This is an optimization exercise on Yosys and OpenROAD, whose aim is small area, not a production implementation.
Function was checked by simulation only, so behaviour that the tests miss may differ from the original.
The clock port is modelled as an ideal driver, which makes a skipped or thinned clock tree look cheaper than it is; a real chip needs a root buffer or a tree.
Power and IR drop assume default switching activity.

// top_bcd
module top_bcd(
    input clk, rst, button,
    output [6:0] seg,
    output [3:0] an
);
Size in the first run: roughly 33 flip-flops, about 14 I/O pins, ~1400 um2 of cells after synthesis.
export LEC_CHECK = 0
export CAP_MARGIN = 20
export CORE_MARGIN = 2
export CORE_UTILIZATION = 40
export SLEW_MARGIN = 20
create_clock -name core_clock -period 100.0 [get_ports {clk}]
standard.sh (not shown) runs the stock make flow with config.mk's settings and CLKGATE_MAP_FILE= SYNTH_SCRIPT=/design/flow/synth_recipe.tcl, a recipe that flattens the netlist after the stock synthesis.
==> flow/flow/run.sh <==
#!/bin/bash
# Own layout flow: the standard ORFS flow (standard.sh) with these changes
#  - ABC maps the logic with each of a few area-oriented scripts
#    (flow/abc*.abc) and the smallest result is kept (flow/abc_pick.tcl); the
#    rest of the synthesis, and so every register, is the standard flow's own
#  - input and output ports are buffered with buf_1
#  - the clock tree is a few clock buffers fed straight from the clock port,
#    each driving a cluster of registers (flow/kbuf.tcl, flow/pre_cts.tcl)
# settings come from flow/settings.sh. Each tool's output goes to standard.log
# in this folder; ORFS's own per-step logs are under orfs/logs.
set -uo pipefail
W=$PWD
F=$W/flow
export MY_FLOW_DIR=$F
MY_CLKBUF=sky130_fd_sc_hd__clkbuf_8
MY_NCLKBUF=3
EXTRA=()
[ -f $F/settings.sh ] && source $F/settings.sh
export MY_CLKBUF MY_NCLKBUF
{
  echo "source $F/abc_pick.tcl"
  cat $W/synth_recipe.tcl
} > $W/my_synth.tcl
bash $W/standard.sh SYNTH_SCRIPT=$W/my_synth.tcl \
  "BUFFER_PORTS_ARGS=-buffer_cell sky130_fd_sc_hd__buf_1" \
  PRE_CTS_TCL=$F/pre_cts.tcl "${EXTRA[@]}" finish > $W/standard.log 2>&1
==> flow/flow/settings.sh <==
MY_CLKBUF=sky130_fd_sc_hd__clkbuf_16
MY_NCLKBUF=1
EXTRA=(ADDER_MAP_FILE=)
Other scripts of this flow, unchanged in this note and not shown: flow/flow/abc1.abc, flow/flow/abc2.abc, flow/flow/abc3.abc, flow/flow/abc4.abc, flow/flow/abc5.abc, flow/flow/abc_pick.tcl, flow/flow/kbuf.tcl, flow/flow/pre_cts.tcl
Edit:
==> flow/flow/settings.sh (replaced) <==
MY_CLKBUF=sky130_fd_sc_hd__clkbuf_8
MY_NCLKBUF=3
EXTRA=(ADDER_MAP_FILE=)
- The new run passed the timing, DRC and antenna checks
- worst hold slack is worse by 0.0094 ns
- total power climbs by a few percent
- maximum frequency is about the same
- global-route usage is higher by 0.23 points
- area after synthesis stays the same
- setup slack is better by 0.051 ns
Edit:
==> flow/flow/settings.sh (replaced) <==
MY_CLKBUF=sky130_fd_sc_hd__clkbuf_8
MY_NCLKBUF=2
EXTRA=(ADDER_MAP_FILE=)
Result: Via count went down by about 1.3%. Core utilization went down by 0.41 points. Power went down by about 4%. Hold slack gets better by 0.0054 ns. Sequential power barely changes. Die area does not change. Final area went down by 0.87%. Final cell count went down by about 0.5%. Fmax barely changes. Synthesized area is unchanged.
In every run of this note, the design's own scripts or RTL, not TritonCTS, make the clock network.

== P ==
Another version of the RTL of top_bcd (not shown whole).
Size in the first run: ~150 cells after synthesis, roughly 14 I/O pins, about 0.0018 mm² of cells after synthesis.
==> flow/config.mk <==
export PLATFORM = sky130hd
export DESIGN_NAME = top_bcd
export DESIGN_NICKNAME = top_bcd
export VERILOG_FILES = /design/flow/design.v
export SDC_FILE = /design/flow/constraint.sdc
export NUM_CORES = 4
export LEC_CHECK = 0
export CAP_MARGIN = 20
export CORE_MARGIN = 2
export CORE_UTILIZATION = 40
export SLEW_MARGIN = 20
==> flow/constraint.sdc <==
create_clock -name core_clock -period 100.0 [get_ports {clk}]
set_input_delay 20.0000 -clock core_clock [delete_from_list [all_inputs] [get_ports {clk}]]
set_output_delay 20.0000 -clock core_clock [all_outputs]
set_load 0.01 [all_outputs]
==> flow/flow/run.sh <==
#!/bin/bash
bash standard.sh > standard.log 2>&1
P: all stages complete, timing, DRC and antenna checks passed
Input changes introduced in Q (baseline for comparison: P):
==> flow/flow/run.sh <==
#!/bin/bash
# Own layout flow: the standard ORFS flow with three changes
#  - ABC maps the logic with an area-oriented script (flow/area.abc); the
#    rest of the synthesis (and so every register) is the standard flow's own
#  - input and output ports are buffered with buf_1
#  - CTS builds the tree from a small buffer list, without dummy loads
# Each tool's output goes to standard.log; ORFS's own logs are under orfs/.
set -uo pipefail
W=$PWD
F=$W/flow
{
  echo 'proc abc {args} {'
  echo '  set i [lsearch -exact $args -script]'
  echo "  if {\$i >= 0} { lset args [expr {\$i + 1}] $F/area.abc }"
  echo '  yosys abc {*}$args'
  echo '}'
  cat $W/synth_recipe.tcl
} > $W/my_synth.tcl
CTS="-sink_clustering_enable -repair_clock_nets -dont_use_dummy_load"
[ -f $F/cts_args ] && CTS=$(cat $F/cts_args)
bash $W/standard.sh SYNTH_SCRIPT=$W/my_synth.tcl \
  "BUFFER_PORTS_ARGS=-buffer_cell sky130_fd_sc_hd__buf_1" \
  "CTS_ARGS=$CTS" finish > $W/standard.log 2>&1
==> flow/flow/area.abc (new file) <==
&get -n; &st; &dch -f; &nf -R 1000; &put; topo
==> flow/flow/cts_args (new file) <==
-sink_clustering_enable -repair_clock_nets -dont_use_dummy_load -buf_list sky130_fd_sc_hd__clkbuf_8 -sink_clustering_size 50 -sink_clustering_max_diameter 500
## What came out
Q: done, clean on timing, DRC and antenna
Compared with P, total half-perimeter wirelength after legalization and detailed placement in Q decreased by more than 10%.
Compared with P, in Q post-detailed-routing wire length went down, maximum frequency moved up, final cell area excluding filler cells lost about 17%, post-synthesis cell area now sits lower.
Post-synthesis cell count was higher in P than in Q.
Re count of fill cells added during filler insertion: Q and P aren't equal, and the lower value belongs to Q.
Diff P -> Q | area occupied by multi-input gates | decrease of about 26%
Measured against Q, the total cell area at the placement stage of P comes out at 1.19 times the reference value.
Diff P -> Q | overall power | decrease of 13%
NOTE: highest ir drop seen on vdd in Q falls short of that of P
Beginning of the critical path: scan[0] -> P, scan[1] -> Q

trial 75:
The RTL this note starts from:
==> flow/design.v <==
module counter(
    input clk, rst,
    input freeze,
    output tick_1
);
    reg [6:0] s;
    assign tick_1 = ~s[6] & s[5] & s[4] & s[3] & s[2] & s[0];
    wire jump = s[6] & s[5] & s[4] & ~s[3] & s[2] & s[1];
    wire fb = (~(s[6] ^ s[5]) ^ jump) | freeze;
    always @(posedge clk or posedge rst)
        if (rst) s <= 7'b1000011;
        else     s <= {s[5:0], fb};
endmodule
module bcd_digit(
    input clk, reset,
    input e,                 
    output reg [3:0] d,
    output nine
);
    wire a = e & d[0];
    assign nine = d[3] & d[0];    
    always @(posedge clk or posedge reset)
        if (reset) d <= 4'd9;
        else begin
            d[0] <= d[0] ^ e;
            d[1] <= d[1] ^ (a & ~d[3]);
            d[2] <= d[2] ^ (a & d[1]);
            d[3] <= a ? (~d[3] & d[1] & d[2]) : d[3];
        end
endmodule
module bcd(
    input wire clk,
    input wire reset,
    input wire button,
    output wire [15:0] d,
    output wire down
);
    reg [3:0] t;
    assign down = t[3] & t[2];
    wire tick_1;
    counter tick_gen(.clk(clk), .rst(reset), .freeze(tick_1 & ~down & button),
                     .tick_1(tick_1));
    wire n0, n1, n2;
    wire all9 = n0 & n1 & n2 & t[3] & t[0];
    wire inc = tick_1 & (down | (~button & ~all9));
    wire e1 = inc & n0;
    wire e2 = e1 & n1;
    wire e3 = e2 & n2;
    bcd_digit u0(.clk(clk), .reset(reset), .e(inc), .d(d[3:0]),  .nine(n0));
    bcd_digit u1(.clk(clk), .reset(reset), .e(e1),  .d(d[7:4]),  .nine(n1));
    bcd_digit u2(.clk(clk), .reset(reset), .e(e2),  .d(d[11:8]), .nine(n2));
    assign d[15:12] = t;
    always @(posedge clk or posedge reset)
        if (reset) t <= 4'b1100;
        else if (e3) t <= t + 4'd1;
endmodule
module top_bcd(
    input clk, rst, button,
    output [6:0] seg,
    output [3:0] an
);
    wire [15:0] d;
    wire down;
    bcd BC1(.clk(clk), .reset(rst), .button(button), .d(d), .down(down));
    reg [7:0] r;
    reg [1:0] scan;
    wire z = ~(r[1] | r[2] | r[3] | r[5] | r[6]);
    wire fb = r[7] ^ (r[0] | r[4] | z);
    wire wrap = r[7] & ~r[0] & ~r[4] & z;    
    always @(posedge clk or posedge rst)
        if (rst) begin
            r <= 8'd0;
            scan <= 2'd0;
        end else begin
            r <= {r[6:0], fb};
            scan[0] <= scan[0] ^ wrap;
            scan[1] <= scan[1] ^ (wrap & scan[0]);
        end
    assign an[0] = ~(~scan[1] & ~scan[0]);
    assign an[1] = ~(~scan[1] &  scan[0]);
    assign an[2] = ~( scan[1] & ~scan[0]);
    assign an[3] = ~( scan[1] &  scan[0]);
    wire [3:0] v = (d[3:0] | {4{an[0]}}) & (d[7:4] | {4{an[1]}})
                 & (d[11:8] | {4{an[2]}}) & (d[15:12] | {4{an[3]}});
    wire [3:0] x;
    assign x[0] = v[0] ^ down;
    assign x[1] = v[1] ^ (down & v[3] & v[2]);
    assign x[2] = down ? (v[2] ^ v[1]) & ~v[3] : v[2];
    assign x[3] = down ? ~(v[3] | v[2] | v[1]) : v[3];
    reg [6:0] s;
    always @(*)
        case (x)
            4'd1: s = 7'b1111001;
            4'd2: s = 7'b0100100;
            4'd3: s = 7'b0110000;
            4'd4: s = 7'b0011001;
            4'd5: s = 7'b0010010;
            4'd6: s = 7'b0000010;
            4'd7: s = 7'b1111000;
            4'd8: s = 7'b0000000;
            4'd9: s = 7'b0010000;
            4'd0: s = 7'b1000000;
            default: s = 7'bx;
        endcase
    assign seg = s;
endmodule
export LEC_CHECK = 0
export CAP_MARGIN = 20
export CORE_MARGIN = 2
export CORE_UTILIZATION = 40
export SLEW_MARGIN = 20
create_clock -name core_clock -period 100.0 [get_ports {clk}]
==> flow/flow/run.sh <==
#!/bin/bash
# Own layout flow: the standard ORFS flow (standard.sh) with these changes
#  - ABC maps the logic with each of a few area-oriented scripts
#    (flow/abc_scripts.txt) and the smallest result is kept (flow/abc_pick.tcl); the
#    rest of the synthesis, and so every register, is the standard flow's own
#  - input and output ports are buffered with buf_1
#  - the clock tree is a few clock buffers fed straight from the clock port,
#    each driving a cluster of registers (flow/kbuf.tcl, flow/pre_cts.tcl)
# settings come from flow/settings.sh. Each tool's output goes to standard.log
# in this folder; ORFS's own per-step logs are under orfs/logs.
set -uo pipefail
W=$PWD
F=$W/flow
export MY_FLOW_DIR=$F
MY_CLK_OPTIONS="clkbuf_8:2 clkbuf_8:3 clkbuf_8:4"
MY_CLK_SLEW=0.110
EXTRA=()
[ -f $F/settings.sh ] && source $F/settings.sh
export MY_CLK_OPTIONS MY_CLK_SLEW
{
  echo "source $F/abc_pick.tcl"
  cat $W/synth_recipe.tcl
} > $W/my_synth.tcl
bash $W/standard.sh SYNTH_SCRIPT=$W/my_synth.tcl \
  "BUFFER_PORTS_ARGS=-buffer_cell sky130_fd_sc_hd__buf_1" \
  PRE_CTS_TCL=$F/pre_cts.tcl "${EXTRA[@]}" finish > $W/standard.log 2>&1
Other scripts of this flow, unchanged in this note and not shown: flow/flow/abc_pick.tcl, flow/flow/abc_scripts.txt, flow/flow/kbuf.tcl, flow/flow/pre_cts.tcl, flow/flow/settings.sh
Trial 75: all stages complete, timing, DRC and antenna checks passed
Here is what was changed in the inputs of trial 21 compared with trial 75.
Settings: setting PLACE_DENSITY to 0.9 for the first time.
### Flow results
Compared to trial 75, the routing of trial 21 uses less wire.
Compare trial 21 and trial 75 | total power lower: trial 21
Relative to trial 75, time the worst path needs with I/O delays and setup has gone down in trial 21.
Looking at data arrival time of the critical path, trial 21 sits 0.05 ns lower than trial 75 does.
From trial 75 to trial 21, starting density of the core did not move at all.
In every run of this note, the design's own scripts or RTL, not TritonCTS, make the clock network.

[what the ideal ports hide]
No port has a modelled driver above. Below, the same layouts with a new extraction and two added sets of constraints.
Step 1, drivers: a clkbuf_16 drives clk and a buf_2 each remaining input, both assumed.
Step 2 moves the port delays by t, midway between the first and last clock arrival at a register: inputs arrive t later, outputs are due t later. That takes back most of the time a late clock gives input paths.
Three values: ideal ports, drivers, drivers and shift; two values: the first two.
| run | shift t [ns] | slack for setup (ns) | worst setup path after step 2 | latest minus earliest clock arrival (ns) | slew at the worst register clock pin (ns) |
|---|---|---|---|---|---|
| the first run of note 1 | 0.206 | 77.586 / 77.553 / 77.758 | register to output | 0.006 / 0.007 | 0.12 / 0.12 |
| the second run of note 1 | 0.179 | 77.637 / 77.591 / 77.771 | register to output | 0.016 / 0.017 | 0.08 / 0.08 |
| the third run of note 1 | 0.188 | 77.597 / 77.563 / 77.751 | register to output | 0.008 / 0.009 | 0.10 / 0.10 |
| P | 0.303 | 76.850 / 76.825 / 77.128 | register to output | 0.007 / 0.007 | 0.07 / 0.07 |
| Q | 0.304 | 77.206 / 77.181 / 77.485 | register to output | 0.020 / 0.020 | 0.07 / 0.07 |
| trial 75 | 0.192 | 77.605 / 77.568 / 77.759 | register to output | 0.006 / 0.005 | 0.10 / 0.10 |
| trial 21 | 0.185 | 77.651 / 77.619 / 77.804 | register to output | 0.008 / 0.008 | 0.10 / 0.10 |
After both steps setup and hold are still met in every run listed.
